This design comes from an exercise in tuning for small area and a short achievable clock period on the open sky130 flow, not from production work. RTL that was checked went through simulation tests only; none was proved equivalent to the original. No functional check of the RTL was part of run 3. Power figures rest on the tool's default switching activity, not on a simulated workload.

**run.sh**
```bash
#!/bin/bash
# synth_recipe.tcl (not shown) runs the flow's synth.tcl, then flattens the netlist and writes it again
# the make line also repeats each setting of config.mk as NAME=value (left out here)
make -C /OpenROAD-flow-scripts/flow DESIGN_CONFIG=/design/flow/config.mk WORK_HOME=/design/flow/orfs CLKGATE_MAP_FILE= SYNTH_SCRIPT=/design/flow/synth_recipe.tcl finish
```
**config.mk**
```make
export PLATFORM = sky130hd
export DESIGN_NAME = sobel_mod
export DESIGN_NICKNAME = sobel_mod
export VERILOG_FILES = /design/flow/design.v
export SDC_FILE = /design/flow/constraint.sdc
export NUM_CORES = 4
export LEC_CHECK = 0
export CAP_MARGIN = 20
export CORE_MARGIN = 2
export CORE_UTILIZATION = 65
export PLACE_DENSITY = 0.75
export SETUP_SLACK_MARGIN = 3.5
export SLEW_MARGIN = 20
```
**constraint.sdc**
```tcl
create_clock -name core_clock -period 5.5 [get_ports {clk}]
set_input_delay 1.1000 -clock core_clock [delete_from_list [all_inputs] [get_ports {clk}]]
set_output_delay 1.1000 -clock core_clock [all_outputs]
set_load 0.01 [all_outputs]
```
**design.v**
```verilog
`timescale 1ns / 1ps
module rgb_to_grayscale(
    input clk,
    input rst,
    input [7:0] red_i,
    input [7:0] green_i,
    input [7:0] blue_i,
    input done_i,
    output reg [7:0] grayscale_o,
    output reg done_o
    );
reg [7:0] part_a;    
reg [4:0] part_b;    
reg [3:0] part_c;    
reg done_p;
always @(posedge clk) begin
    part_a  <= (red_i>>2) + (green_i>>1);
    part_b  <= (green_i>>4) + (blue_i>>4);
    part_c  <= (red_i>>5) + (blue_i>>5);
    grayscale_o <= part_a + part_b + part_c;
end
always @(posedge clk) begin
    if(rst) begin
        done_p <= 1'b0;
        done_o <= 1'b0;
    end else begin
        done_p <= done_i;
        done_o <= done_p;
    end
end
endmodule
`timescale 1ns / 1ps
module fifo_single_line_buffer #(parameter LEN = 322) (
    input clk,
    input we_i,
    input [7:0] data_i,
    output [8*LEN-1:0] data_o
    );
reg [8*LEN-1:0] line_data;
assign data_o = line_data;
always @(posedge clk) begin
    if(we_i) line_data <= {line_data[8*LEN-9:0], data_i};
end
endmodule
`timescale 1ns / 1ps
module fifo_double_line_buffer(
    input clk,
    input we_i,
    input [7:0] data_i,
    output [7:0] a0_o, a1_o, a2_o,
    output [7:0] m0_o, m2_o,
    output [7:0] d0_o, d1_o, d2_o
    );
localparam COLS = 160;
localparam LEN  = 2*COLS + 2;
wire [8*LEN-1:0] taps;
fifo_single_line_buffer #(.LEN(LEN)) FIFO_LINES(
    .clk(clk),
    .we_i(we_i),
    .data_i(data_i),
    .data_o(taps)
);
assign d2_o = data_i;
assign d1_o = taps[8*0 +: 8];
assign d0_o = taps[8*1 +: 8];
assign m2_o = taps[8*(COLS-1) +: 8];
assign m0_o = taps[8*(COLS+1) +: 8];
assign a2_o = taps[8*(2*COLS-1) +: 8];
assign a1_o = taps[8*(2*COLS) +: 8];
assign a0_o = taps[8*(2*COLS+1) +: 8];
endmodule
`timescale 1ns / 1ps
module sobel_data_modulate(
    input clk,
    input rst,
    input done_i,
    output done_o,
    output reg [8:0] keep_o
    );
localparam ROWS = 120;
localparam COLS = 160;
reg [7:0] iCounter;    
reg [6:0] iRows;
reg [7:0] iCols;
assign done_o = done_i && (iCounter == COLS + 1);
wire col_last = (iCols == COLS - 1);
wire row_last = (iRows == ROWS - 1);
wire top_n = col_last ? row_last : (iRows == 0);
wire bot_n = col_last ? (iRows == ROWS - 2) : row_last;
wire lft_n = col_last;
wire rgt_n = (iCols == COLS - 2);
always @(posedge clk) begin
    if(rst) begin
        iCounter <= 0;
    end else if(done_i && iCounter != COLS + 1) begin
        iCounter <= iCounter + 1;
    end
end
always @(posedge clk) begin
    if(rst) begin
        iRows <= 0;
        iCols <= 0;
        keep_o <= 9'b110_110_000;
    end else if(done_o) begin
        iCols <= col_last ? 8'd0 : iCols + 1;
        if(col_last)
            iRows <= row_last ? 7'd0 : iRows + 1;
        keep_o <= {~(bot_n | rgt_n), ~bot_n, ~(bot_n | lft_n),
                   ~rgt_n,           1'b1,   ~lft_n,
                   ~(top_n | rgt_n), ~top_n, ~(top_n | lft_n)};
    end
end
endmodule
`timescale 1ns / 1ps
module sobel_data_buffer(
    input clk,
    input rst,
    input [7:0] grayscale_i,
    input done_i,
    output [7:0] d0_o,
    output [7:0] d1_o,
    output [7:0] d2_o,
    output [7:0] d3_o,
    output [7:0] d5_o,
    output [7:0] d6_o,
    output [7:0] d7_o,
    output [7:0] d8_o,
    output done_o
    );
wire [7:0] a0, a1, a2, m0, m2, b0, b1, b2;
wire [8:0] keep;
fifo_double_line_buffer FIFO_DOUBLE_LINE_BUFFER(
    .clk(clk),
    .we_i(done_i),
    .data_i(grayscale_i),
    .a0_o(a0), .a1_o(a1), .a2_o(a2),
    .m0_o(m0), .m2_o(m2),
    .d0_o(b0), .d1_o(b1), .d2_o(b2)
);
sobel_data_modulate SOBEL_DATA_MODULATE(
    .clk(clk),
    .rst(rst),
    .done_i(done_i),
    .done_o(done_o),
    .keep_o(keep)
);
assign d0_o = a0 & {8{keep[0]}};
assign d1_o = a1 & {8{keep[1]}};
assign d2_o = a2 & {8{keep[2]}};
assign d3_o = m0 & {8{keep[3]}};
assign d5_o = m2 & {8{keep[5]}};
assign d6_o = b0 & {8{keep[6]}};
assign d7_o = b1 & {8{keep[7]}};
assign d8_o = b2 & {8{keep[8]}};
endmodule
`timescale 1ns / 1ps
module sobel_calc(
    input clk,
    input rst,
    input [7:0] d0_i,
    input [7:0] d1_i,
    input [7:0] d2_i,
    input [7:0] d3_i,
    input [7:0] d5_i,
    input [7:0] d6_i,
    input [7:0] d7_i,
    input [7:0] d8_i,
    input done_i,
    output reg [7:0] grayscale_o,
    output done_o
    );
reg [8:0] s06, s28, s02, s68;
reg [7:0] r1, r3, r5, r7;
reg [9:0] gx_p, gx_n, gy_p, gy_n;
reg [9:0] gx_d, gy_d;
reg [10:0] g_sum;
reg [4:0] done_shift;
always @(posedge clk) begin
    s06 <= d0_i + d6_i;
    s28 <= d2_i + d8_i;
    s02 <= d0_i + d2_i;
    s68 <= d6_i + d8_i;
    r1  <= d1_i;
    r3  <= d3_i;
    r5  <= d5_i;
    r7  <= d7_i;
end
always @(posedge clk) begin
    gx_p <= s06 + {r3, 1'b0};
    gx_n <= s28 + {r5, 1'b0};
    gy_p <= s02 + {r1, 1'b0};
    gy_n <= s68 + {r7, 1'b0};
end
always @(posedge clk) begin
    gx_d <= (gx_p >= gx_n) ? (gx_p - gx_n) : (gx_n - gx_p);
    gy_d <= (gy_p >= gy_n) ? (gy_p - gy_n) : (gy_n - gy_p);
end
always @(posedge clk) begin
    g_sum <= gx_d + gy_d;
end
always @(posedge clk) begin
    grayscale_o <= (g_sum >= 11'd60) ? 8'd225 : {2'b00, g_sum[5:0]};
end
always @(posedge clk) begin
    if(rst) done_shift <= 5'b00000;
    else    done_shift <= {done_shift[3:0], done_i};
end
assign done_o = done_shift[4];
endmodule
`timescale 1ns / 1ps
module sobel_kernel(
    input clk,
    input rst,
    input [7:0] grayscale_i,
    input done_i,
    output [7:0] grayscale_o,
    output done_o
    );
wire [7:0] d0, d1, d2, d3, d5, d6, d7, d8;
wire win_done;
sobel_data_buffer SOBEL_DATA_BUFFER(
    .clk(clk),
    .rst(rst),
    .grayscale_i(grayscale_i),
    .done_i(done_i),
    .d0_o(d0), .d1_o(d1), .d2_o(d2), .d3_o(d3),
    .d5_o(d5), .d6_o(d6), .d7_o(d7), .d8_o(d8),
    .done_o(win_done)
);
sobel_calc SOBEL_CALC(
    .clk(clk),
    .rst(rst),
    .d0_i(d0), .d1_i(d1), .d2_i(d2), .d3_i(d3),
    .d5_i(d5), .d6_i(d6), .d7_i(d7), .d8_i(d8),
    .done_i(win_done),
    .grayscale_o(grayscale_o),
    .done_o(done_o)
);
endmodule
`timescale 1ns / 1ps
module grayscale_to_rgb(
    input [7:0] grayscale_i,
    input done_i,
    output [7:0] red_o,
    output [7:0] green_o,
    output [7:0] blue_o,
    output done_o
    );
assign red_o   = grayscale_i;
assign green_o = grayscale_i;
assign blue_o  = grayscale_i;
assign done_o  = done_i;
endmodule
`timescale 1ns / 1ps
module sobel_mod(
    input clk,
    input rst,
    input [7:0] cam_red_i,
    input [7:0] cam_green_i,
    input [7:0] cam_blue_i,
    input cam_done_i,
    output [7:0] sobel_red_o,
    output [7:0] sobel_green_o,
    output [7:0] sobel_blue_o,
    output sobel_done_o
    );
wire [7:0] sobel_grayscale_i;
wire sobel_grayscale_i_done;
wire [7:0] sobel_grayscale_o;
wire sobel_grayscale_o_done;
rgb_to_grayscale RGB_TO_GRAYSCALE(
    .clk(clk),
    .rst(rst),
    .red_i(cam_red_i),
    .green_i(cam_green_i),
    .blue_i(cam_blue_i),
    .done_i(cam_done_i),
    .grayscale_o(sobel_grayscale_i),
    .done_o(sobel_grayscale_i_done)
);
sobel_kernel SOBEL_KERNEL(
    .clk(clk),
    .rst(rst),
    .grayscale_i(sobel_grayscale_i),
    .done_i(sobel_grayscale_i_done),
    .grayscale_o(sobel_grayscale_o),
    .done_o(sobel_grayscale_o_done)
);
grayscale_to_rgb GRAYSCALE_TO_RGB(
    .grayscale_i(sobel_grayscale_o),
    .done_i(sobel_grayscale_o_done),
    .red_o(sobel_red_o),
    .green_o(sobel_green_o),
    .blue_o(sobel_blue_o),
    .done_o(sobel_done_o)
);
endmodule
```
==> results of run 1 <==
[metrics by stage]
stage          instance area, µm²  setup slack [ps]  power (mW)
6_report                   101000              3120        44.0
5_1_grt                    101000              3050        45.3
4_1_cts                    100000              3060        43.8
3_5_place_dp                91000              1980        26.3
3_3_place_gp                91000              1960        26.2
2_1_floorplan               88200            -13380        26.1
[kinds of logic after synthesis]
group                      count (synthesis)  share of synthesized area (%)
xor gates and xnor gates                  92                          0.913
and+or+nand+nor                          284                           1.73
DFF                                     2785                           92.4
muxes                                     20                          0.234
AOI/OAI and AO/OA                        211                           1.61
adders and majority gates                159                           2.43
buffers and inverters                    126                          0.641
[area by class of cell]
| type | instances | share of cell area [%] |
|---|---|---|
| clock buffer | 314 | 6.42 |
| clock inverter | 141 | 1.44 |
| inverter | 92 | 0.347 |
| multi-input combinational | 766 | 6.88 |
| sequential | 2785 | 80.9 |
| tap | 1781 | 2.21 |
| timing repair buffer | 160 | 1.84 |
[worst min path at each step]
| stage | to | cells after the start |
|---|---|---|
| CTS | SOBEL_KERNEL.SOBEL_CALC.gx_p[0] | 0 |
| global route | SOBEL_KERNEL.SOBEL_CALC.gx_n[0] | 0 |
| finish | SOBEL_KERNEL.SOBEL_CALC.gx_p[0] | 0 |
| detailed placement | SOBEL_KERNEL.SOBEL_CALC.gy_p[0] | 0 |
| floorplan | SOBEL_KERNEL.SOBEL_CALC.gx_n[0] | 0 |
| global placement | SOBEL_KERNEL.SOBEL_CALC.gy_p[0] | 0 |
[worst reg2reg max path, cell delays in order (launching register included)]
cell	delay, ps
dfxtp_2	320
fa_1	570
ha_2	220
inv_2	50
fa_2	340
inv_2	60
a21oi_2	60
o21ai_2	160
a21o_1	130
nand2_1	60
xnor2_1	130
[per-layer routing]
| layer | global-route usage (%) | wire (µm) | up-vias |
|---|---|---|---|
| met1 | 31.7 | 64700 | 17400 |
| met4 | 5.71 | 3320 | 0 |
| li1 | - | - | 15100 |
| met3 | 4.09 | 7810 | 280 |
| met5 | 0 | 0 | - |
| met2 | 33.5 | 72400 | 1094 |
[layout by cell type (no fill, tap or decap), types with 9 or more instances in the layout]
cell,instances
o21bai_1,10
ha_1,102
ha_4,28
buf_16,16
xor2_1,29
bufinv_16,27
o21a_1,12
and2_1,61
fa_2,13
dfxtp_1,171
mux2i_1,11
edfxtp_1,2576
nor3_1,18
clkinv_2,45
inv_1,76
clkinv_1,49
clkdlybuf4s50_1,15
buf_4,74
clkbuf_1,58
nand4_1,10
dfxtp_2,29
xnor2_1,58
o21ai_0,18
buf_6,24
a21o_1,33
clkbuf_8,13
nand3_1,10
o21ai_1,12
nor2_1,69
a21oi_2,29
inv_2,14
buf_2,10
nand2b_1,11
a21oi_1,41
dfxtp_4,9
nand2_1,32
nor2b_1,24
clkbuf_16,245
[cells in the mapped netlist (4+ instances only)]
cell type	instances
mux2i_1	18
o41ai_1	10
nand4_1	10
a211oi_1	4
or3_1	4
o21bai_1	10
a21oi_1	70
buf_4	19
buf_2	5
o21ai_0	33
inv_1	92
nor2b_1	29
clkbuf_1	7
a211o_1	4
nor2_1	70
a41oi_1	4
o21a_1	12
xor2_1	29
fa_1	21
ha_1	138
nand2_1	36
xnor2_1	63
edfxtp_1	2576
dfxtp_1	209
nand3_1	10
and3_1	6
a21o_1	34
nand2b_1	11
nor3_1	19
and2_1	71
[timing repair]
action | CTS | global route
gates cloned | 8 | 2
setup endpoints to repair | 2549 | 324
pin swaps | 73 | 95
buffers inserted | 40 | 40
gates resized for setup | 301 | 106
[where the power goes]
group          switching (mW)  internal, mW
registers               0.227          23.3
logic                    1.70          1.36
clock network            7.80          9.58
total                    9.73          34.3
==> flow_metrics.tcl, run 1 <==
set metrics [dict create \
    outcome "finished clean" \
    dr.pass1.iters 6 \
    portBuffers 44 \
    insertion_delay_ps 850 \
    critical_path_class "reg -> out" \
    power.density_mw_per_mm2 436 \
    drive_above_1_share_pct 16.3 \
    worstPathRequired_ps 4400 \
    maxCapViolations 0 \
    cts_made_buffers 241 \
    synth_seq_cells 2785 \
    synth-main-ff-cell "edfxtp_1" \
    grt_max_degree 210 \
    routedWlPerCell_um 24.5 \
    rsz0062_at_grt "yes" \
    path_delay_family "flip-flops" \
    fin_crit_ps 2380 \
    hold_path.class "reg -> reg" \
    cts_tree "yes" \
    grt_usage_pct 21.4 \
    wl_um 148000 \
    syn_nets 3863 \
    reg2reg_slack_ps 3290 \
    cp_slowest_cell "dfxtp_4" \
    multi_input_area_mm2 0.00694 \
    leakage_nw 26.4 \
    die_h_um 372 \
    finalHoldViolations 0 \
    area_growth_pct 14.4 \
    drt-initial-drc-count 3599 \
    n_antenna_cell 0 \
    reg2reg_depth 10 \
    crit_end "sobel_green_o[6]" \
    grt_overflow 0 \
    die_x_um 372 \
    start_util_pct 65.3 \
    worst_pin_slew_ps 1110 \
    synthArstFlopShare_pct 0 \
    syn_inst 3677 \
    setup_viol 0 \
    clock-root-buffer "clkbuf_16" \
    n_fill_cell 6992 \
    synthDistinctLibCells 66 \
    final_antenna_net_count 0 \
    cp-end-kind "primary output" \
    synth_top_area_share_pct 87.7 \
    synth-edff-count 2576 \
    max_freq_mhz 421 \
    clockBufferDepth 3 \
    grt_antenna_before_repair 6 \
    drcViolationCount 0 \
    crit_path_max_fanout 6 \
    hold_buffers 0 \
    ff_latch_area_mm2 0.0816 \
    fin_crit_sh_pct 43.2 \
    final_nets 4232 \
    place_congestion 0.815 \
    grt_pass1_vias 34300 \
    dp_cells 5494 \
    path_buf_inv 1 \
    htreeDepth 4 \
    crit_cells 1 \
    slew_headroom_pct 26.0 \
    drv_slew 0 \
    hold_slack_ps 329 \
    critPathLaunch "SOBEL_KERNEL.SOBEL_CALC.grayscale_o[6]" \
    final_util_pct 74.7 \
    syn-cell-area_mm2 0.0882 \
    vias 33800 \
    worst_r2r_endpoint "RGB_TO_GRAYSCALE.grayscale_o[7]" \
    core_area_mm2 0.135 \
    rows 135 \
    cp.arrival_ps 1280 \
    ir_worst_vdd_mv 0.390 \
    layoutNonFillerInstCount 6039 \
    path_clk_slew_ps 60 \
    slowest_delay_ps 350 \
    yosysSeqAreaShare_pct 92.4 \
    grt_pass1_wl_um 216000 \
    cts.sinks 2785 \
    ys_warn_count 4 \
    synth_largest_area_cell "edfxtp_1" \
    r2r-start "RGB_TO_GRAYSCALE.part_c[1]" \
    pin_count 52 \
    vias_per_cell 5.60 \
    setup_tns_ps 0 \
    die_area_mm2 0.139 \
    startpoint_type "register" \
    syn_avg_cell_area_um2 24.0 \
    skew_ps 66.0 \
    synth.area.top_cells "edfxtp_1 (88%), dfxtp_1 (4.7%), ha_1 (2.0%)" \
    hpwl_um 58600 \
    crit_chain "buf_4" \
    hp-start "SOBEL_KERNEL.SOBEL_CALC.s06[0]" \
]
==> run 2, diff against run 1 <==
--- a/config.mk
+++ b/config.mk
@@ -8,6 +8,8 @@
 export CAP_MARGIN = 20
 export CORE_MARGIN = 2
 export CORE_UTILIZATION = 65
+export CTS_CLUSTER_DIAMETER = 100
+export CTS_CLUSTER_SIZE = 24
 export PLACE_DENSITY = 0.75
 export SETUP_SLACK_MARGIN = 3.5
 export SLEW_MARGIN = 20
==> flow_metrics.tcl, run 2 <==
set metrics [dict create \
    outcome "finished clean" \
    synth_seq_cells 2785 \
    pin_count 52 \
    hp-start "SOBEL_KERNEL.SOBEL_CALC.s02[0]" \
    postPlaceCellArea_mm2 0.0910 \
    syn-cell-area_mm2 0.0882 \
    dp_cells 5494 \
    grt_pass1_vias 31400 \
    crit_path_max_fanout 6 \
    skew_ps 33.2 \
    synth_fa_ha_area_share_pct 2.43 \
    synth_largest_area_cell "edfxtp_1" \
    htreeDepth 4 \
    syn_nets 3863 \
    hold_slack_ps 325 \
    dr.pass1.iters 5 \
    final_cell_area_mm2 0.0966 \
    worst_r2r_endpoint "RGB_TO_GRAYSCALE.grayscale_o[7]" \
    yosysSeqAreaShare_pct 92.4 \
    die_area_mm2 0.139 \
    ir_worst_vdd_mv 0.268 \
    die_x_um 372 \
    r2r-start "RGB_TO_GRAYSCALE.part_a[1]" \
    grt_overflow 0 \
    grt_pass1_wl_um 191000 \
    drv_slew 0 \
    n_fill_cell 7497 \
    dpl_worst_slack_ps 1980 \
    area_growth_pct 9.48 \
    worst_pin_slew_ps 1080 \
    final_util_pct 71.5 \
    wl_um 128000 \
    hpwl_um 58600 \
    hold_path.class "reg -> reg" \
    synth-simple-area-share_pct 1.73 \
    synth-main-ff-cell "edfxtp_1" \
    ys_top_cells_by_count "edfxtp_1 (2,576), dfxtp_1 (209), ha_1 (138)" \
    path_buf_inv 1 \
    synth.area.top_cells "edfxtp_1 (88%), dfxtp_1 (4.7%), ha_1 (2.0%)" \
    layout_commonest_cell "edfxtp_1" \
    synth_top_family_by_area "adder cells" \
    cts_made_buffers 134 \
    critical_path_class "reg -> out" \
    syn_inst 3677 \
    clock-root-buffer "clkbuf_16" \
    place_congestion 0.815 \
    synthArstFlopShare_pct 0 \
    fin_crit_sh_pct 43.6 \
    cp_slowest_cell "dfxtp_4" \
    core_area_mm2 0.135 \
    finalHoldViolations 0 \
    drcViolationCount 0 \
    vias 31900 \
    maxCapViolations 0 \
    synth_most_common_cell "edfxtp_1" \
    insertion_delay_ps 810 \
    hold_depth 0 \
    layout_common_cells "edfxtp_1 (2,576), dfxtp_1 (176), clkbuf_16 (140), ha_1 (103), inv_1 (79)" \
    reg2reg_slack_ps 3380 \
    grt_usage_pct 18.6 \
    final_nets 4111 \
    portBuffers 44 \
    syn_avg_cell_area_um2 24.0 \
    rows 135 \
    rsz0062_at_grt "yes" \
    reg2reg_depth 10 \
    clockBufferDepth 3 \
    setup_viol 0 \
    slowest_delay_ps 360 \
    cp.arrival_ps 1300 \
    startpoint_type "register" \
    synthMuxAreaShare_pct 0.234 \
    start_util_pct 65.3 \
    synth_xor_xnor_area_share_pct 0.913 \
    synth_compound_area_share_pct 1.61 \
    vias_per_cell 5.54 \
    cts_tree "yes" \
    routedWlPerCell_um 22.1 \
    synth_top_area_share_pct 87.7 \
    fin_crit_ps 2400 \
    worstPathRequired_ps 4400 \
    finalPower_mw 37.3 \
    crit_chain "buf_4" \
    path_clk_slew_ps 90 \
    final_antenna_net_count 0 \
    hold_end "SOBEL_KERNEL.SOBEL_CALC.gy_p[0]" \
    grt_antenna_before_repair 5 \
    cp-end-kind "primary output" \
    synthDistinctLibCells 66 \
    drt-initial-drc-count 3358 \
    slew_headroom_pct 28.2 \
    max_freq_mhz 417 \
    grt_max_degree 210 \
    path_delay_family "flip-flops" \
    drive_above_1_share_pct 11.7 \
    layoutNonFillerInstCount 5768 \
    die_h_um 372 \
    ys_warn_count 4 \
    power.density_mw_per_mm2 386 \
    setup_tns_ps 0 \
    cts.sinks 2785 \
    leakage_nw 24.3 \
    synth-edff-count 2576 \
    n_antenna_cell 0 \
    fin_ws_ps 3100 \
]
[run 2: cell count changes in the layout (fill, tap and decap cells not counted), moves of 11 or more]
cell and change:
clkbuf_16 -105, clkinv_1 -49, clkinv_2 -45, bufinv_16 -27, buf_4 -13, clkbuf_8 -13
clkbuf_1 -11
[run 2: what timing repair did]
action / in CTS / in global routing
pin swaps: 67 / 94
gates cloned: 8 / 1
resized for setup: 293 / 98
hold buffers: 0 / 0
buffers inserted: 38 / 29
endpoints found under the setup margin: 2473 / 244
[run 2: layout make-up]
class                   instances  area [µm²]  share of cell area (%)
well taps                    1781        2230                    2.31
inverters                      92         350                   0.363
multi-input cells             766        6900                    7.15
repair buffers                146        1700                    1.76
clock buffers                 186        3650                    3.78
clock inverters                12         131                   0.136
flip-flops and latches       2785       81600                    84.5
[run 2: kinds of logic (layout without fill, tap and decap cells)]
group	after synthesis	count (layout)
adder cells (fa/ha/maj)	159	159
AND/OR/NAND/NOR	284	284
XOR/XNOR	92	92
flip-flops	2785	2785
buffers and inverters	126	436
multiplexers	20	20
AO/OA/AOI/OAI	211	211
[run 2: routing by layer]
| metal | GRT usage (%) | wire (µm) | vias to the layer above |
|---|---|---|---|
| met4 | 4.72 | 2370 | 0 |
| met3 | 2.96 | 4950 | 176 |
| met2 | 28.1 | 59400 | 685 |
| met1 | 29.3 | 61000 | 16400 |
| li1 | - | - | 14600 |
| met5 | 0 | 0 | - |
[run 2: worst max-delay path by stage]
stage / startpoint / end / slack (ps) / depth (start not counted)
final: SOBEL_KERNEL.SOBEL_CALC.grayscale_o[6] / sobel_green_o[6] / 3100 / 1
after global routing: SOBEL_KERNEL.SOBEL_CALC.grayscale_o[6] / sobel_green_o[6] / 3030 / 1
after global placement: cam_red_i[2] / RGB_TO_GRAYSCALE.part_a[6] / 1960 / 10
after CTS: SOBEL_KERNEL.SOBEL_CALC.grayscale_o[6] / sobel_green_o[6] / 3020 / 1
after floorplan: RGB_TO_GRAYSCALE.done_o / register / -13380 / 7
after detailed placement: cam_red_i[2] / RGB_TO_GRAYSCALE.part_a[6] / 1980 / 10
[run 2: where the power goes]
part	switching, mW	total (mW)	leakage (nW)	internal [mW]
clock network	6.16	10.9	1.83	4.71
registers	0.210	23.5	18.2	23.3
logic	1.62	2.93	4.30	1.31
total	8.00	37.3	24.3	29.3
==> run 3, diff against run 2 <==
--- a/design.v
+++ b/design.v
@@ -169,43 +169,28 @@
     output reg [7:0] grayscale_o,
     output done_o
     );
-reg [8:0] s06, s28, s02, s68;
-reg [7:0] r1, r3, r5, r7;
 reg [9:0] gx_p, gx_n, gy_p, gy_n;
 reg [9:0] gx_d, gy_d;
-reg [10:0] g_sum;
-reg [4:0] done_shift;
-always @(posedge clk) begin
-    s06 <= d0_i + d6_i;
-    s28 <= d2_i + d8_i;
-    s02 <= d0_i + d2_i;
-    s68 <= d6_i + d8_i;
-    r1  <= d1_i;
-    r3  <= d3_i;
-    r5  <= d5_i;
-    r7  <= d7_i;
-end
-always @(posedge clk) begin
-    gx_p <= s06 + {r3, 1'b0};
-    gx_n <= s28 + {r5, 1'b0};
-    gy_p <= s02 + {r1, 1'b0};
-    gy_n <= s68 + {r7, 1'b0};
+reg [2:0] done_shift;
+always @(posedge clk) begin
+    gx_p <= d0_i + {d3_i, 1'b0} + d6_i;
+    gx_n <= d2_i + {d5_i, 1'b0} + d8_i;
+    gy_p <= d0_i + {d1_i, 1'b0} + d2_i;
+    gy_n <= d6_i + {d7_i, 1'b0} + d8_i;
 end
 always @(posedge clk) begin
     gx_d <= (gx_p >= gx_n) ? (gx_p - gx_n) : (gx_n - gx_p);
     gy_d <= (gy_p >= gy_n) ? (gy_p - gy_n) : (gy_n - gy_p);
 end
-always @(posedge clk) begin
-    g_sum <= gx_d + gy_d;
-end
+wire [10:0] g_sum = gx_d + gy_d;
 always @(posedge clk) begin
     grayscale_o <= (g_sum >= 11'd60) ? 8'd225 : {2'b00, g_sum[5:0]};
 end
 always @(posedge clk) begin
-    if(rst) done_shift <= 5'b00000;
-    else    done_shift <= {done_shift[3:0], done_i};
-end
-assign done_o = done_shift[4];
+    if(rst) done_shift <= 3'b000;
+    else    done_shift <= {done_shift[1:0], done_i};
+end
+assign done_o = done_shift[2];
 endmodule
 `timescale 1ns / 1ps
 module sobel_kernel(
--- a/config.mk
+++ b/config.mk
@@ -8,8 +8,6 @@
 export CAP_MARGIN = 20
 export CORE_MARGIN = 2
 export CORE_UTILIZATION = 65
-export CTS_CLUSTER_DIAMETER = 100
-export CTS_CLUSTER_SIZE = 24
 export PLACE_DENSITY = 0.75
-export SETUP_SLACK_MARGIN = 3.5
+export SETUP_SLACK_MARGIN = 3.15
 export SLEW_MARGIN = 20
==> flow_metrics.tcl, run 3 <==
set metrics [dict create \
    outcome "finished clean" \
    postPlaceCellArea_mm2 0.0889 \
    synthDistinctLibCells 64 \
    htreeDepth 4 \
    ir_worst_vdd_mv 0.496 \
    reg2reg_slack_ps 2810 \
    power.density_mw_per_mm2 441 \
    dp_cells 5329 \
    startpoint_type "register" \
    portBuffers 44 \
    synthArstFlopShare_pct 0 \
    hpwl_um 57000 \
    skew_ps 37.0 \
    setup_tns_ps 0 \
    synth.area.top_cells "edfxtp_1 (90%), dfxtp_1 (3.0%), ha_1 (1.6%)" \
    synth_seq_cells 2704 \
    vias_per_cell 5.60 \
    area_growth_pct 14.0 \
    die_h_um 368 \
    drcViolationCount 0 \
    finalPower_mw 43.3 \
    syn-cell-area_mm2 0.0861 \
    hold_path.class "reg -> reg" \
    slew_headroom_pct 22.9 \
    synth-edff-count 2576 \
    cts_made_buffers 232 \
    worst_r2r_endpoint "SOBEL_KERNEL.SOBEL_CALC.gx_p[8]" \
    rsz0062_at_grt "yes" \
    synth_most_common_cell "edfxtp_1" \
    cts.sinks 2704 \
    core_area_mm2 0.131 \
    max_freq_mhz 371 \
    wl_um 149000 \
    fin_crit_sh_pct 49.0 \
    final_antenna_net_count 0 \
    layoutNonFillerInstCount 5845 \
    leakage_nw 25.4 \
    syn_inst 3547 \
    reg2reg_depth 11 \
    syn_avg_cell_area_um2 24.3 \
    grt_usage_pct 22.0 \
    start_util_pct 65.5 \
    place_congestion 0.808 \
    clockBufferDepth 3 \
    finalHoldViolations 0 \
    grt_max_degree 208 \
    grt_overflow 0 \
    vias 32700 \
    critical_path_class "reg -> reg" \
    maxCapViolations 0 \
    rows 133 \
    layout_commonest_cell "edfxtp_1" \
    grt_pass1_wl_um 216000 \
    crit_path_max_fanout 2 \
    final_cell_area_mm2 0.0982 \
    hold_depth 0 \
    die_area_mm2 0.135 \
    layout_common_cells "edfxtp_1 (2,576), clkbuf_16 (233), inv_1 (126), dfxtp_1 (106), ha_1 (92)" \
    cp-end-kind "register" \
    worst_pin_slew_ps 1160 \
    insertion_delay_ps 850 \
    grt_antenna_before_repair 13 \
    die_x_um 368 \
    routedWlPerCell_um 25.5 \
    ys_warn_count 4 \
    fin_crit_ps 2690 \
    setup_viol 0 \
    ys_top_cells_by_count "edfxtp_1 (2,576), inv_1 (137), dfxtp_1 (128)" \
    drt-initial-drc-count 3615 \
    grt_pass1_vias 33500 \
    syn_nets 3729 \
    pin_count 52 \
    drive_above_1_share_pct 15.1 \
    synth-main-ff-cell "edfxtp_1" \
    synth_largest_area_cell "edfxtp_1" \
    clock-root-buffer "clkbuf_16" \
    path_clk_slew_ps 100 \
    final_util_pct 74.7 \
    worstPathRequired_ps 6240 \
    synth_top_area_share_pct 89.8 \
    cts_tree "yes" \
    cp.arrival_ps 3440 \
    yosysSeqAreaShare_pct 92.8 \
    drv_slew 0 \
    final_nets 4080 \
    dr.pass1.iters 5 \
]
## run 3: cell count changes after synthesis, sizes merged, moves of 8 or more
cell,delta
nor2,-12
nor2b,-12
a21o,-12
clkbuf,+11
and2,-45
dfxtp,-81
xnor2,-17
nand2,+31
inv,+45
fa,+24
a21oi,-13
ha,-28
mux2i,-8
## run 3: what timing repair did
action,in CTS,in global routing
gates resized for setup,272,81
hold buffers,0,0
buffers inserted,46,37
gates cloned,6,1
endpoints found under the setup margin,1944,802
pin swaps,59,59
## run 3: layer usage
metal	share of wire, %	up-vias	routed length (µm)	GRT usage (%)
met4	2.8	6	4120	7.02
met3	5.2	276	7740	4.19
met1	41	16900	61700	30.6
li1	-	14500	-	-
met5	0.024	-	36	0
met2	51	1070	75800	36.0
## run 3: worst max-delay path, cell delays in order (launching register included)
cell      delay (ps)
edfxtp_1         400
nand2_2          120
buf_6            130
fa_1             510
inv_2             60
ha_4             200
a21o_1           180
a21oi_4          150
nor2b_1           80
o21a_1           220
o41ai_4          340
xnor2_1          210
## run 3: kinds of logic (layout without fill, tap and decap cells)
kind of cell | count (synthesis) | in the layout | share of synthesized area, %
AOI/OAI and AO/OA | 170 | 170 | 1.31
xor gates and xnor gates | 76 | 76 | 0.773
adders and majority gates | 155 | 155 | 2.64
buffers and inverters | 177 | 716 | 0.860
DFF | 2704 | 2704 | 92.8
muxes | 10 | 10 | 0.116
other | 0 | 4 | 0
and+or+nand+nor | 255 | 255 | 1.51
## run 3: area by class of cell
class | instances | area (µm²)
clock buffer | 291 | 6090
multi-input combinational | 666 | 6120
inverter | 137 | 514
sequential | 2704 | 80000
antenna | 4 | 10.0
fill | 6686 | 33200
timing repair buffer | 157 | 1810
clock inverter | 131 | 1500
tap | 1755 | 2200
## run 3: metrics by stage
stage / hold WS [ps] / worst slack (ps)
2_1_floorplan: 400 / -17540
3_3_place_gp: 402 / 1940
3_5_place_dp: 405 / 1930
4_1_cts: 409 / 2870
5_1_grt: 409 / 2700
6_report: 399 / 2810
## run 3: how the worst max path moves through the flow
stage | start | endpoint | slack, ps
2_1_floorplan | RGB_TO_GRAYSCALE.done_o | register | -17540
3_3_place_gp | cam_red_i[3] | RGB_TO_GRAYSCALE.part_a[7] | 1940
3_5_place_dp | cam_red_i[3] | RGB_TO_GRAYSCALE.part_a[7] | 1930
4_1_cts | SOBEL_KERNEL.SOBEL_CALC.grayscale_o[6] | sobel_red_o[7] | 2870
5_1_grt | register | SOBEL_KERNEL.SOBEL_CALC.gx_p[7] | 2700
6_report | register | SOBEL_KERNEL.SOBEL_CALC.gx_p[8] | 2810
## run 3: where the power goes
| group | internal [mW] | switching [mW] |
|---|---|---|
| Combinational | 1.56 | 2.10 |
| Sequential | 22.6 | 0.164 |
| Clock | 9.19 | 7.71 |
==> run 4, diff against run 3 <==
--- a/design.v
+++ b/design.v
@@ -79,10 +79,10 @@
     );
 localparam ROWS = 120;
 localparam COLS = 160;
-reg [7:0] iCounter;    
+reg warm, primed;
 reg [6:0] iRows;
 reg [7:0] iCols;
-assign done_o = done_i && (iCounter == COLS + 1);
+assign done_o = done_i && primed;
 wire col_last = (iCols == COLS - 1);
 wire row_last = (iRows == ROWS - 1);
 wire top_n = col_last ? row_last : (iRows == 0);
@@ -91,18 +91,23 @@
 wire rgt_n = (iCols == COLS - 2);
 always @(posedge clk) begin
     if(rst) begin
-        iCounter <= 0;
-    end else if(done_i && iCounter != COLS + 1) begin
-        iCounter <= iCounter + 1;
+        warm   <= 1'b0;
+        primed <= 1'b0;
+        iCols  <= 0;
+    end else if(done_i) begin
+        if(!warm && col_last)
+            warm <= 1'b1;
+        if(warm)
+            primed <= 1'b1;
+        if(!warm || primed)
+            iCols <= col_last ? 8'd0 : iCols + 1;
     end
 end
 always @(posedge clk) begin
     if(rst) begin
         iRows <= 0;
-        iCols <= 0;
         keep_o <= 9'b110_110_000;
     end else if(done_o) begin
-        iCols <= col_last ? 8'd0 : iCols + 1;
         if(col_last)
             iRows <= row_last ? 7'd0 : iRows + 1;
         keep_o <= {~(bot_n | rgt_n), ~bot_n, ~(bot_n | lft_n),
@@ -169,28 +174,45 @@
     output reg [7:0] grayscale_o,
     output done_o
     );
-reg [9:0] gx_p, gx_n, gy_p, gy_n;
-reg [9:0] gx_d, gy_d;
-reg [2:0] done_shift;
-always @(posedge clk) begin
-    gx_p <= d0_i + {d3_i, 1'b0} + d6_i;
-    gx_n <= d2_i + {d5_i, 1'b0} + d8_i;
-    gy_p <= d0_i + {d1_i, 1'b0} + d2_i;
-    gy_n <= d6_i + {d7_i, 1'b0} + d8_i;
-end
-always @(posedge clk) begin
-    gx_d <= (gx_p >= gx_n) ? (gx_p - gx_n) : (gx_n - gx_p);
-    gy_d <= (gy_p >= gy_n) ? (gy_p - gy_n) : (gy_n - gy_p);
-end
-wire [10:0] g_sum = gx_d + gy_d;
-always @(posedge clk) begin
-    grayscale_o <= (g_sum >= 11'd60) ? 8'd225 : {2'b00, g_sum[5:0]};
-end
-always @(posedge clk) begin
-    if(rst) done_shift <= 3'b000;
-    else    done_shift <= {done_shift[1:0], done_i};
-end
-assign done_o = done_shift[2];
+reg signed [8:0] u, v, w, z;       
+reg signed [9:0] uz, vz;           
+reg signed [8:0] w2;
+reg signed [10:0] s, d;            
+reg s_big, d_big;                  
+reg [4:0] s_abs, d_abs;            
+reg [4:0] done_shift;
+always @(posedge clk) begin
+    u <= {1'b0, d0_i} - {1'b0, d8_i};
+    v <= {1'b0, d2_i} - {1'b0, d6_i};
+    w <= {1'b0, d3_i} - {1'b0, d5_i};
+    z <= {1'b0, d1_i} - {1'b0, d7_i};
+end
+always @(posedge clk) begin
+    uz <= u + z;
+    vz <= v + z;
+    w2 <= w;
+end
+always @(posedge clk) begin
+    s <= uz + w2;
+    d <= w2 - vz;
+end
+wire [10:0] s_neg = -s;
+wire [10:0] d_neg = -d;
+always @(posedge clk) begin
+    s_big <= (s >= 11'sd30) || (s <= -11'sd30);
+    d_big <= (d >= 11'sd30) || (d <= -11'sd30);
+    s_abs <= s[10] ? s_neg[4:0] : s[4:0];
+    d_abs <= d[10] ? d_neg[4:0] : d[4:0];
+end
+wire [4:0] m_abs = (s_abs >= d_abs) ? s_abs : d_abs;
+always @(posedge clk) begin
+    grayscale_o <= (s_big || d_big) ? 8'd225 : {2'b00, m_abs, 1'b0};
+end
+always @(posedge clk) begin
+    if(rst) done_shift <= 5'b00000;
+    else    done_shift <= {done_shift[3:0], done_i};
+end
+assign done_o = done_shift[4];
 endmodule
 `timescale 1ns / 1ps
 module sobel_kernel(
--- a/config.mk
+++ b/config.mk
@@ -8,6 +8,8 @@
 export CAP_MARGIN = 20
 export CORE_MARGIN = 2
 export CORE_UTILIZATION = 65
+export CTS_CLUSTER_DIAMETER = 100
+export CTS_CLUSTER_SIZE = 24
 export PLACE_DENSITY = 0.75
-export SETUP_SLACK_MARGIN = 3.15
+export SETUP_SLACK_MARGIN = 3.5
 export SLEW_MARGIN = 20
==> flow_metrics.tcl, run 4 <==
set metrics [dict create \
    outcome "finished clean" \
    ys_warn_count 4 \
    setup_tns_ps 0 \
    synth_seq_cells 2738 \
    drive_above_1_share_pct 9.31 \
    core_area_mm2 0.131 \
    slew_headroom_pct 33.8 \
    ir_worst_vdd_mv 0.354 \
    die_h_um 367 \
    drt-initial-drc-count 3184 \
    grt_usage_pct 18.2 \
    vias 30200 \
    worstPathRequired_ps 4400 \
    synth-main-ff-cell "edfxtp_1" \
    rsz0062_at_grt "yes" \
    yosysSeqAreaShare_pct 93.9 \
    syn_inst 3469 \
    syn_nets 3615 \
    grt_pass1_vias 29800 \
    synthDistinctLibCells 58 \
    die_area_mm2 0.135 \
    layout_common_cells "edfxtp_1 (2,576), dfxtp_1 (142), clkbuf_16 (136), ha_1 (92), nand2_1 (74)" \
    internal-power_mw 28.0 \
    leakage_nw 23.0 \
    layout_commonest_cell "edfxtp_1" \
    place_congestion 0.760 \
    startpoint_type "register" \
    synth_most_common_cell "edfxtp_1" \
    critical_path_class "reg -> out" \
    htreeDepth 4 \
    setup_viol 0 \
    cts.sinks 2738 \
    portBuffers 44 \
    max_freq_mhz 396 \
    syn_avg_cell_area_um2 24.7 \
    area_growth_pct 8.73 \
    layoutNonFillerInstCount 5513 \
    p_switching_mw 7.10 \
    clockBufferDepth 3 \
    worst_pin_slew_ps 992 \
    vias_per_cell 5.49 \
    wl_um 123000 \
    final_antenna_net_count 0 \
    cts_tree "yes" \
    fin_crit_ps 2520 \
    synth.area.top_cells "edfxtp_1 (90%), dfxtp_1 (3.8%), ha_1 (1.5%)" \
    insertion_delay_ps 810 \
    ys_top_cells_by_count "edfxtp_1 (2,576), dfxtp_1 (162), ha_1 (103)" \
    path_clk_slew_ps 90 \
    grt_pass1_wl_um 181000 \
    pin_count 52 \
    synth-edff-count 2576 \
    synth_largest_area_cell "edfxtp_1" \
    hold_path.class "reg -> reg" \
    synthArstFlopShare_pct 0 \
    hold_buffers 0 \
    power.density_mw_per_mm2 376 \
    die_x_um 367 \
    cts_made_buffers 132 \
    start_util_pct 65.3 \
    crit_path_max_fanout 4 \
    drcViolationCount 0 \
    dr.pass1.iters 7 \
    dp_cells 5275 \
    synth_top_area_share_pct 90.2 \
    syn-cell-area_mm2 0.0858 \
    routedWlPerCell_um 22.4 \
    skew_ps 21.0 \
    grt_antenna_before_repair 15 \
    pwr-share-clk_pct 30.4 \
    clock-root-buffer "clkbuf_16" \
    grt_overflow 0 \
    cp.arrival_ps 1420 \
    final_nets 3841 \
    hpwl_um 57300 \
    dpl_worst_slack_ps 2430 \
    seqPwrFrac_pct 65.4 \
    finalHoldViolations 0 \
    cp-end-kind "primary output" \
    swShare_pct 20.2 \
    final_util_pct 71.1 \
    maxCapViolations 0 \
    drv_slew 0 \
    comb_power_share_pct 4.2 \
    grt_max_degree 163 \
    fin_ws_ps 2980 \
    n_antenna_cell 0 \
    rows 133 \
    fin_crit_sh_pct 45.9 \
]
## run 4: metal layers
metal  share of wire (%)  track usage (%)  vias to the layer above
met2                  49             28.1                      690
met4                 2.0             5.26                        0
li1                    -                -                    13900
met1                  45             27.8                    15500
met3                 4.4             2.71                      175
met5                   0                0                        -
## run 4: layout make-up
class | count | area, µm²
Multi-Input combinational cell | 630 | 5030
Inverter | 71 | 267
Tap cell | 1755 | 2200
Sequential cell | 2738 | 80600
Fill cell | 7168 | 38000
Clock buffer | 183 | 3580
Clock inverter | 14 | 149
Timing Repair Buffer | 122 | 1420
## run 4: final timing paths
check	slack, ps	cells after the start	end	startpoint
max	2980	2	sobel_blue_o[6]	SOBEL_KERNEL.SOBEL_CALC.grayscale_o[6]
min	340	0	SOBEL_KERNEL.SOBEL_CALC.w2[0]	SOBEL_KERNEL.SOBEL_CALC.w[0]
max reg2reg	3370	8	SOBEL_KERNEL.SOBEL_CALC.w[8]	register
min reg2reg	340	0	SOBEL_KERNEL.SOBEL_CALC.w2[0]	SOBEL_KERNEL.SOBEL_CALC.w[0]
## run 4: worst max-delay path, stage by stage, from the launching register on
cell and delay [ps]:
dfxtp_4 370, buf_6 140, buf_6 120
## run 4: cells by family after synthesis
logic type	count (synthesis)	synth area share (%)
buf+inv	101	0.532
mux	5	0.0583
xor+xnor	81	0.827
flops	2738	93.9
compound gates	154	1.19
fa+ha+maj	119	1.88
simple gates	271	1.58
## run 4: timing repair
item,4_1_cts,5_1_grt
gates cloned,1,0
pin swaps,26,42
setup endpoints to repair,2256,573
resized for setup,186,58
setup buffers,28,12
## run 4: metrics by stage
step	instance area [µm²]	power [mW]	hold WS (ps)
3_5_place_dp	88700	24.7	312
6_report	93300	35.1	335
5_1_grt	93300	36.2	337
2_1_floorplan	85800	24.8	310
3_3_place_gp	88700	24.6	313
4_1_cts	93000	35.3	334
## run 4: power groups by stage
stage	clock network, mW	logic (mW)	registers [mW]
floorplan	0	0.736	24.1
global placement	0	1.21	23.4
detailed placement	0	1.25	23.4
CTS	10.9	1.35	23.0
global route	11.6	1.62	23.0
finish	10.7	1.46	23.0
==> run 5, diff against run 4 <==
--- a/config.mk
+++ b/config.mk
@@ -9,7 +9,7 @@
 export CORE_MARGIN = 2
 export CORE_UTILIZATION = 65
 export CTS_CLUSTER_DIAMETER = 100
-export CTS_CLUSTER_SIZE = 24
+export CTS_CLUSTER_SIZE = 27
 export PLACE_DENSITY = 0.75
 export SETUP_SLACK_MARGIN = 3.5
 export SLEW_MARGIN = 20
==> flow_metrics.tcl, run 5 <==
set metrics [dict create \
    worstPathRequired_ps 4400 \
    layoutNonFillerInstCount 5492 \
    place_congestion 0.760 \
    drcViolationCount 0 \
    rows 133 \
    cp-end-kind "primary output" \
    die_h_um 367 \
    critical_path_class "reg -> out" \
    dr.pass1.iters 5 \
    setup_tns_ps 0 \
    layout_common_cells "edfxtp_1 (2,576), dfxtp_1 (140), clkbuf_16 (111), ha_1 (93), nand2_1 (74)" \
    max_freq_mhz 403 \
    syn_inst 3469 \
    die_area_mm2 0.135 \
    synth-main-ff-cell "edfxtp_1" \
    ys_warn_count 4 \
    die_x_um 367 \
    synth-edff-count 2576 \
    area_growth_pct 8.02 \
    synthArstFlopShare_pct 0 \
    n_antenna_cell 0 \
    syn_nets 3615 \
    synth_largest_area_cell "edfxtp_1" \
    start_util_pct 65.3 \
    hpwl_um 57300 \
    drt-initial-drc-count 3313 \
    finalHoldViolations 0 \
    grt_usage_pct 17.6 \
    drive_above_1_share_pct 8.64 \
    n_fill_cell 7223 \
    cp.arrival_ps 1380 \
    skew_ps 37.7 \
    slew_headroom_pct 35.7 \
    grt_max_degree 163 \
    routedWlPerCell_um 21.7 \
    grt_antenna_before_repair 14 \
    path_clk_slew_ps 100 \
    core_area_mm2 0.131 \
    maxCapViolations 0 \
    portBuffers 44 \
    startpoint_type "register" \
    cp_slowest_cell "dfxtp_4" \
    dpl_worst_slack_ps 2430 \
    htreeDepth 3 \
    crit_chain "buf_6, buf_6" \
    fin_crit_sh_pct 45.1 \
    fin_ws_ps 3020 \
    rsz0062_at_grt "yes" \
    ir_worst_vdd_mv 0.359 \
    synthDistinctLibCells 58 \
    synth_seq_cells 2738 \
    finalPower_mw 34.1 \
    ys_top_cells_by_count "edfxtp_1 (2,576), dfxtp_1 (162), ha_1 (103)" \
    cts_tree "yes" \
    hold_path.class "reg -> reg" \
    clockBufferDepth 3 \
    vias 29900 \
    grt_overflow 0 \
    yosysSeqAreaShare_pct 93.9 \
    crit_path_max_fanout 4 \
    clock-root-buffer "clkbuf_16" \
    final_antenna_net_count 0 \
    drv_slew 0 \
    hold_buffers 0 \
    cts.sinks 2738 \
    layout_commonest_cell "edfxtp_1" \
    synth_most_common_cell "edfxtp_1" \
    outcome "finished clean" \
    path_buf_inv 2 \
    vias_per_cell 5.44 \
    cts_made_buffers 111 \
    synth_top_area_share_pct 90.2 \
    multi_input_area_mm2 0.00503 \
    fin_crit_ps 2480 \
    wl_um 119000 \
    final_nets 3822 \
    grt_pass1_vias 29400 \
    cp_common_cell "buf_6" \
    path_delay_family "flip-flops" \
    slowest_delay_ps 370 \
    pin_count 52 \
    insertion_delay_ps 790 \
    dp_cells 5275 \
    worst_pin_slew_ps 965 \
    leakage_nw 22.7 \
    grt_pass1_wl_um 177000 \
    syn_avg_cell_area_um2 24.7 \
    setup_viol 0 \
    ff_latch_area_mm2 0.0807 \
    power.density_mw_per_mm2 367 \
    synth.area.top_cells "edfxtp_1 (90%), dfxtp_1 (3.8%), ha_1 (1.5%)" \
    syn-cell-area_mm2 0.0858 \
]
-- run 5: cell counts after synthesis --
Identical to the previous run, type by type.
-- run 5: layer usage --
layer / share of wire, % / vias up / GRT usage, %
met4: 1.8 / 0 / 3.81
met2: 48 / 623 / 27.5
met1: 46 / 15300 / 27.2
met5: 0 / - / 0
li1: - / 13800 / -
met3: 4.5 / 158 / 2.63
-- run 5: final cells by class --
type / instances / share of cell area [%]
multi-input cells: 630 / 5.43
inverters: 71 / 0.288
clock inverters: 10 / 0.170
repair buffers: 124 / 1.51
flip-flops and latches: 2738 / 87.0
well taps: 1755 / 2.37
clock buffers: 164 / 3.21
-- run 5: kinds of logic (layout without fill, tap and decap cells) --
group,count (synthesis),after routing,share of synthesized area [%]
and+or+nand+nor,271,271,1.58
AOI/OAI and AO/OA,154,154,1.19
adders and majority gates,119,119,1.88
muxes,5,5,0.0583
buffers and inverters,101,369,0.532
DFF,2738,2738,93.9
xor gates and xnor gates,81,81,0.827
-- run 5: report_power, final --
group          switching, mW  internal, mW
combinational          0.874         0.581
clock                   5.81          3.83
sequential             0.138          22.8
-- run 5: final timing paths --
path,startpoint,to,slack [ps],cells past startpoint
max reg2reg,RGB_TO_GRAYSCALE.part_b[1],RGB_TO_GRAYSCALE.grayscale_o[7],3370,8
min,SOBEL_KERNEL.SOBEL_CALC.w[4],SOBEL_KERNEL.SOBEL_CALC.w2[4],340,0
min reg2reg,SOBEL_KERNEL.SOBEL_CALC.w[4],SOBEL_KERNEL.SOBEL_CALC.w2[4],340,0
max,SOBEL_KERNEL.SOBEL_CALC.grayscale_o[6],sobel_green_o[6],3020,2
-- run 5: what timing repair did --
item                       in CTS  in global routing
hold endpoints to repair        0                  0
pin swaps                      29                 39
setup buffers                  28                 14
gates cloned                    1                  0
resized for setup             184                 63
setup endpoints to repair    2236                242
-- run 5: per-stage QoR --
step	instance area (µm²)	util, %	hold slack [ps]
3_3_place_gp	88700	67.6	313
4_1_cts	92300	70.3	336
2_1_floorplan	85800	-	310
5_1_grt	92700	70.6	339
6_report	92700	70.6	336
3_5_place_dp	88700	67.6	312
-- run 5: worst reg2reg max path, cell delays in order, from the launching register on --
cell     delay, ps
dfxtp_2        340
fa_1           480
ha_2           210
fa_2           360
a21o_1         170
a21oi_2        160
nor2b_1         70
o21ai_1        150
xnor2_1        130
==> run 6, diff against run 5 <==
--- a/config.mk
+++ b/config.mk
@@ -11,5 +11,5 @@
 export CTS_CLUSTER_DIAMETER = 100
 export CTS_CLUSTER_SIZE = 27
 export PLACE_DENSITY = 0.75
-export SETUP_SLACK_MARGIN = 3.5
+export SETUP_SLACK_MARGIN = 3.3
 export SLEW_MARGIN = 20
==> flow_metrics.tcl, run 6 <==
set metrics [dict create \
    outcome "finished clean" \
    cts_made_buffers 111 \
    synth-simple-area-share_pct 1.58 \
    path_clk_slew_ps 100 \
    maxCapViolations 0 \
    synth_most_common_cell "edfxtp_1" \
    grt_usage_pct 17.4 \
    syn-cell-area_mm2 0.0858 \
    ys_warn_count 4 \
    finalPower_mw 33.9 \
    htreeDepth 3 \
    multi_input_area_mm2 0.00483 \
    area_growth_pct 7.52 \
    rsz0062_at_grt "yes" \
    pin_count 52 \
    drv_slew 0 \
    skew_ps 36.0 \
    rows 133 \
    layout_common_cells "edfxtp_1 (2,576), dfxtp_1 (146), clkbuf_16 (111), ha_1 (101), nand2_1 (74)" \
    grt_pass1_wl_um 175000 \
    cts.sinks 2738 \
    worst_pin_slew_ps 1030 \
    r2r-start "RGB_TO_GRAYSCALE.part_b[1]" \
    drt-initial-drc-count 3426 \
    syn_inst 3469 \
    finalHoldViolations 0 \
    start_util_pct 65.3 \
    layout_commonest_cell "edfxtp_1" \
    grt_max_degree 163 \
    die_h_um 367 \
    syn_avg_cell_area_um2 24.7 \
    ir_worst_vdd_mv 0.360 \
    hpwl_um 57300 \
    synthMuxAreaShare_pct 0.0583 \
    max_freq_mhz 404 \
    synth-main-ff-cell "edfxtp_1" \
    grt_antenna_before_repair 18 \
    drive_above_1_share_pct 6.95 \
    cp.arrival_ps 1380 \
    final_nets 3797 \
    ff_latch_area_mm2 0.0806 \
    cts_tree "yes" \
    synthArstFlopShare_pct 0 \
    synth_compound_area_share_pct 1.19 \
    die_area_mm2 0.135 \
    synth_top_area_share_pct 90.2 \
    final_antenna_net_count 0 \
    power.density_mw_per_mm2 367 \
    die_x_um 367 \
    vias 29800 \
    cp-end-kind "primary output" \
    synth_fa_ha_area_share_pct 1.88 \
    synth_top_family_by_area "adder cells" \
    portBuffers 44 \
    grt_overflow 0 \
    setup_tns_ps 0 \
    core_area_mm2 0.131 \
    wl_um 117000 \
    critical_path_class "reg -> out" \
    ys_top_cells_by_count "edfxtp_1 (2,576), dfxtp_1 (162), ha_1 (103)" \
    fin_crit_ps 2480 \
    synth_largest_area_cell "edfxtp_1" \
    routedWlPerCell_um 21.4 \
    n_antenna_cell 0 \
    leakage_nw 22.5 \
    startpoint_type "register" \
    synth-edff-count 2576 \
    vias_per_cell 5.45 \
    n_fill_cell 7300 \
    place_congestion 0.760 \
    crit_path_max_fanout 4 \
    worstPathRequired_ps 4400 \
    clockBufferDepth 3 \
    dr.pass1.iters 5 \
    synth_seq_cells 2738 \
    syn_nets 3615 \
    hp-start "SOBEL_KERNEL.SOBEL_CALC.w[4]" \
    synth.area.top_cells "edfxtp_1 (90%), dfxtp_1 (3.8%), ha_1 (1.5%)" \
    insertion_delay_ps 790 \
    clock-root-buffer "clkbuf_16" \
    yosysSeqAreaShare_pct 93.9 \
    drcViolationCount 0 \
    fin_crit_sh_pct 45.1 \
    grt_pass1_vias 29200 \
    slew_headroom_pct 31.3 \
    hold_buffers 0 \
    critPathLaunch "SOBEL_KERNEL.SOBEL_CALC.grayscale_o[6]" \
    synth_xor_xnor_area_share_pct 0.827 \
    hold_path.class "reg -> reg" \
    synthDistinctLibCells 58 \
    setup_viol 0 \
]
-- run 6: cell types whose count changed in the layout (fill, tap and decap cells not counted), moves of 6 or more --
cell     previous run  this run
ha_4                6         0
ha_1               93       101
buf_4              53        31
dfxtp_1           140       146
-- run 6: worst paths after layout --
kind	cells after the start	slack, ps	end
max	2	3020	sobel_green_o[6]
min	0	340	SOBEL_KERNEL.SOBEL_CALC.w2[4]
max reg2reg	8	3380	RGB_TO_GRAYSCALE.grayscale_o[7]
min reg2reg	0	340	SOBEL_KERNEL.SOBEL_CALC.w2[4]
-- run 6: layout make-up --
type / count / area share [%]
clock buffer: 164 / 3.23
tap: 1755 / 2.38
multi-input combinational: 630 / 5.23
sequential: 2738 / 87.4
timing repair buffer: 99 / 1.29
inverter: 71 / 0.289
clock inverter: 10 / 0.171
-- run 6: repair_timing --
action	4_1_cts	5_1_grt
endpoints found under the setup margin	1651	222
pin swaps	1	13
resized for setup	148	38
gates cloned	1	0
buffers inserted	10	7
-- run 6: routing by layer --
metal | GRT usage (%) | part of all wire, % | up-vias
met3 | 2.58 | 4.2 | 155
li1 | - | - | 13800
met2 | 26.8 | 47 | 604
met1 | 27.1 | 47 | 15200
met5 | 0 | 0.011 | -
met4 | 3.92 | 1.9 | 2
-- run 6: through the flow --
stage	util (%)	setup slack (ps)	cell area [µm²]	instances	hold slack, ps
after floorplan	-	-14160	85800	3469	310
after global placement	67.6	2420	88700	5275	313
after detailed placement	67.6	2430	88700	5275	312
after CTS	70.1	2960	92100	5460	336
after global routing	70.3	2950	92300	5467	339
final	70.3	3020	92300	5467	337
-- run 6: worst max-delay path, stage by stage (launching register included) --
cell and delay (ps):
dfxtp_4 370, buf_6 130, buf_6 120
-- run 6: kinds of logic after synthesis --
group                      count (synthesis)
adders and majority gates                119
DFF                                     2738
and+or+nand+nor                          271
buffers and inverters                    101
xor gates and xnor gates                  81
AOI/OAI and AO/OA                        154
muxes                                      5
-- run 6: power by group --
part	switching, mW	internal, mW
combinational	0.815	0.501
sequential	0.132	22.8
clock	5.80	3.83
total	6.75	27.2
==> run 7, diff against run 6 <==
--- a/config.mk
+++ b/config.mk
@@ -7,9 +7,9 @@
 export LEC_CHECK = 0
 export CAP_MARGIN = 20
 export CORE_MARGIN = 2
-export CORE_UTILIZATION = 65
+export CORE_UTILIZATION = 80
 export CTS_CLUSTER_DIAMETER = 100
 export CTS_CLUSTER_SIZE = 27
-export PLACE_DENSITY = 0.75
-export SETUP_SLACK_MARGIN = 3.3
+export PLACE_DENSITY = 0.88
+export SETUP_SLACK_MARGIN = 3.5
 export SLEW_MARGIN = 20
==> flow_metrics.tcl, run 7 <==
set metrics [dict create \
    synth_most_common_cell "edfxtp_1" \
    postCtsSetupRepairBufs 54 \
    cts_made_buffers 111 \
    hold_buffers 0 \
    hpwl_um 89300 \
    synth_largest_area_cell "edfxtp_1" \
    die_h_um 331 \
    syn_avg_cell_area_um2 24.7 \
    synthDistinctLibCells 58 \
    rows 120 \
    synth.area.top_cells "edfxtp_1 (90%), dfxtp_1 (3.8%), ha_1 (1.5%)" \
    pin_count 52 \
    cts.sinks 2738 \
    ys_warn_count 4 \
    htreeDepth 3 \
    die_x_um 331 \
    start_util_pct 80.4 \
    portBuffers 44 \
    dpl_worst_slack_ps 2270 \
    syn_inst 3469 \
    yosysSeqAreaShare_pct 93.9 \
    stop_stage "clock tree synthesis" \
    syn_nets 3615 \
    place_congestion 0.847 \
    synth_seq_cells 2738 \
    synth-edff-count 2576 \
    syn-cell-area_mm2 0.0858 \
    ys_top_cells_by_count "edfxtp_1 (2,576), dfxtp_1 (162), ha_1 (103)" \
    cts-resized-gates 359 \
    synthArstFlopShare_pct 0 \
    synth-main-ff-cell "edfxtp_1" \
    first-error "[ERROR DPL-0033] detailed placement checks failed during check placement." \
    clock-root-buffer "clkbuf_16" \
    synth_top_area_share_pct 90.2 \
    outcome "did not finish" \
    clockBufferDepth 3 \
]
==> run 7: cell counts after synthesis <==
No cell type changed its count.
==> run 7: worst min path at each step <==
stage	start	cells after the start	to
after floorplan	SOBEL_KERNEL.SOBEL_CALC.w[0]	0	SOBEL_KERNEL.SOBEL_CALC.w2[0]
after global placement	SOBEL_KERNEL.SOBEL_CALC.w[4]	0	SOBEL_KERNEL.SOBEL_CALC.w2[4]
after detailed placement	SOBEL_KERNEL.SOBEL_CALC.w[7]	0	SOBEL_KERNEL.SOBEL_CALC.w2[7]
==> run 7: cells by family after synthesis <==
family | after synthesis | synth area share, %
AO/OA/AOI/OAI | 154 | 1.19
AND/OR/NAND/NOR | 271 | 1.58
XOR/XNOR | 81 | 0.827
buffers and inverters | 101 | 0.532
multiplexers | 5 | 0.0583
adder cells (fa/ha/maj) | 119 | 1.88
flip-flops | 2738 | 93.9
==> run 7: power groups by stage <==
stage	Clock (mW)	Combinational (mW)	Sequential (mW)
floorplan	0	0.736	24.1
global placement	0	1.19	23.4
detailed placement	0	1.39	23.5
==> run 7: through the flow <==
stage	total power, mW	cell area, µm²	std cells
floorplan	24.8	85800	3469
detailed placement	24.9	88400	4924
global placement	24.6	88400	4924

[what the ideal ports hide]
The flow's constraints put no driver on any port. The routed layouts listed below were extracted and timed again, unchanged, in two steps.
Step 1 assumes that a clkbuf_16 drives the clock port and a buf_2 every other input.
Step 2, shift: input delay + t, output delay - t, t = (earliest + latest rising clock arrival at the registers) / 2. This alone moves slack from input paths to output paths.
a / b / c = ideal / step 1 / step 2; a / b = the first two.
run	t, ns	setup slack, ns	latest minus earliest clock arrival (ns)	slew at the worst register clock pin (ns)	pins driven straight from the clock port
run 1	0.907	3.124 / 3.040 / 2.737	0.085 / 0.085	0.09 / 0.09	1
run 2	0.871	3.102 / 3.024 / 2.753	0.040 / 0.040	0.11 / 0.11	1
run 3	0.914	2.807 / 2.807 / 2.313	0.059 / 0.059	0.10 / 0.10	1
run 4	0.869	2.975 / 2.901 / 2.719	0.031 / 0.032	0.10 / 0.10	1
run 5	0.840	3.017 / 2.946 / 2.758	0.048 / 0.048	0.11 / 0.11	1
run 6	0.835	3.022 / 2.950 / 2.564	0.046 / 0.046	0.11 / 0.11	1
After both steps setup and hold are still met in every run listed. The setup slack of run 3, which loses most, moves by 0.000 ns with the drivers and by -0.494 ns with both steps.
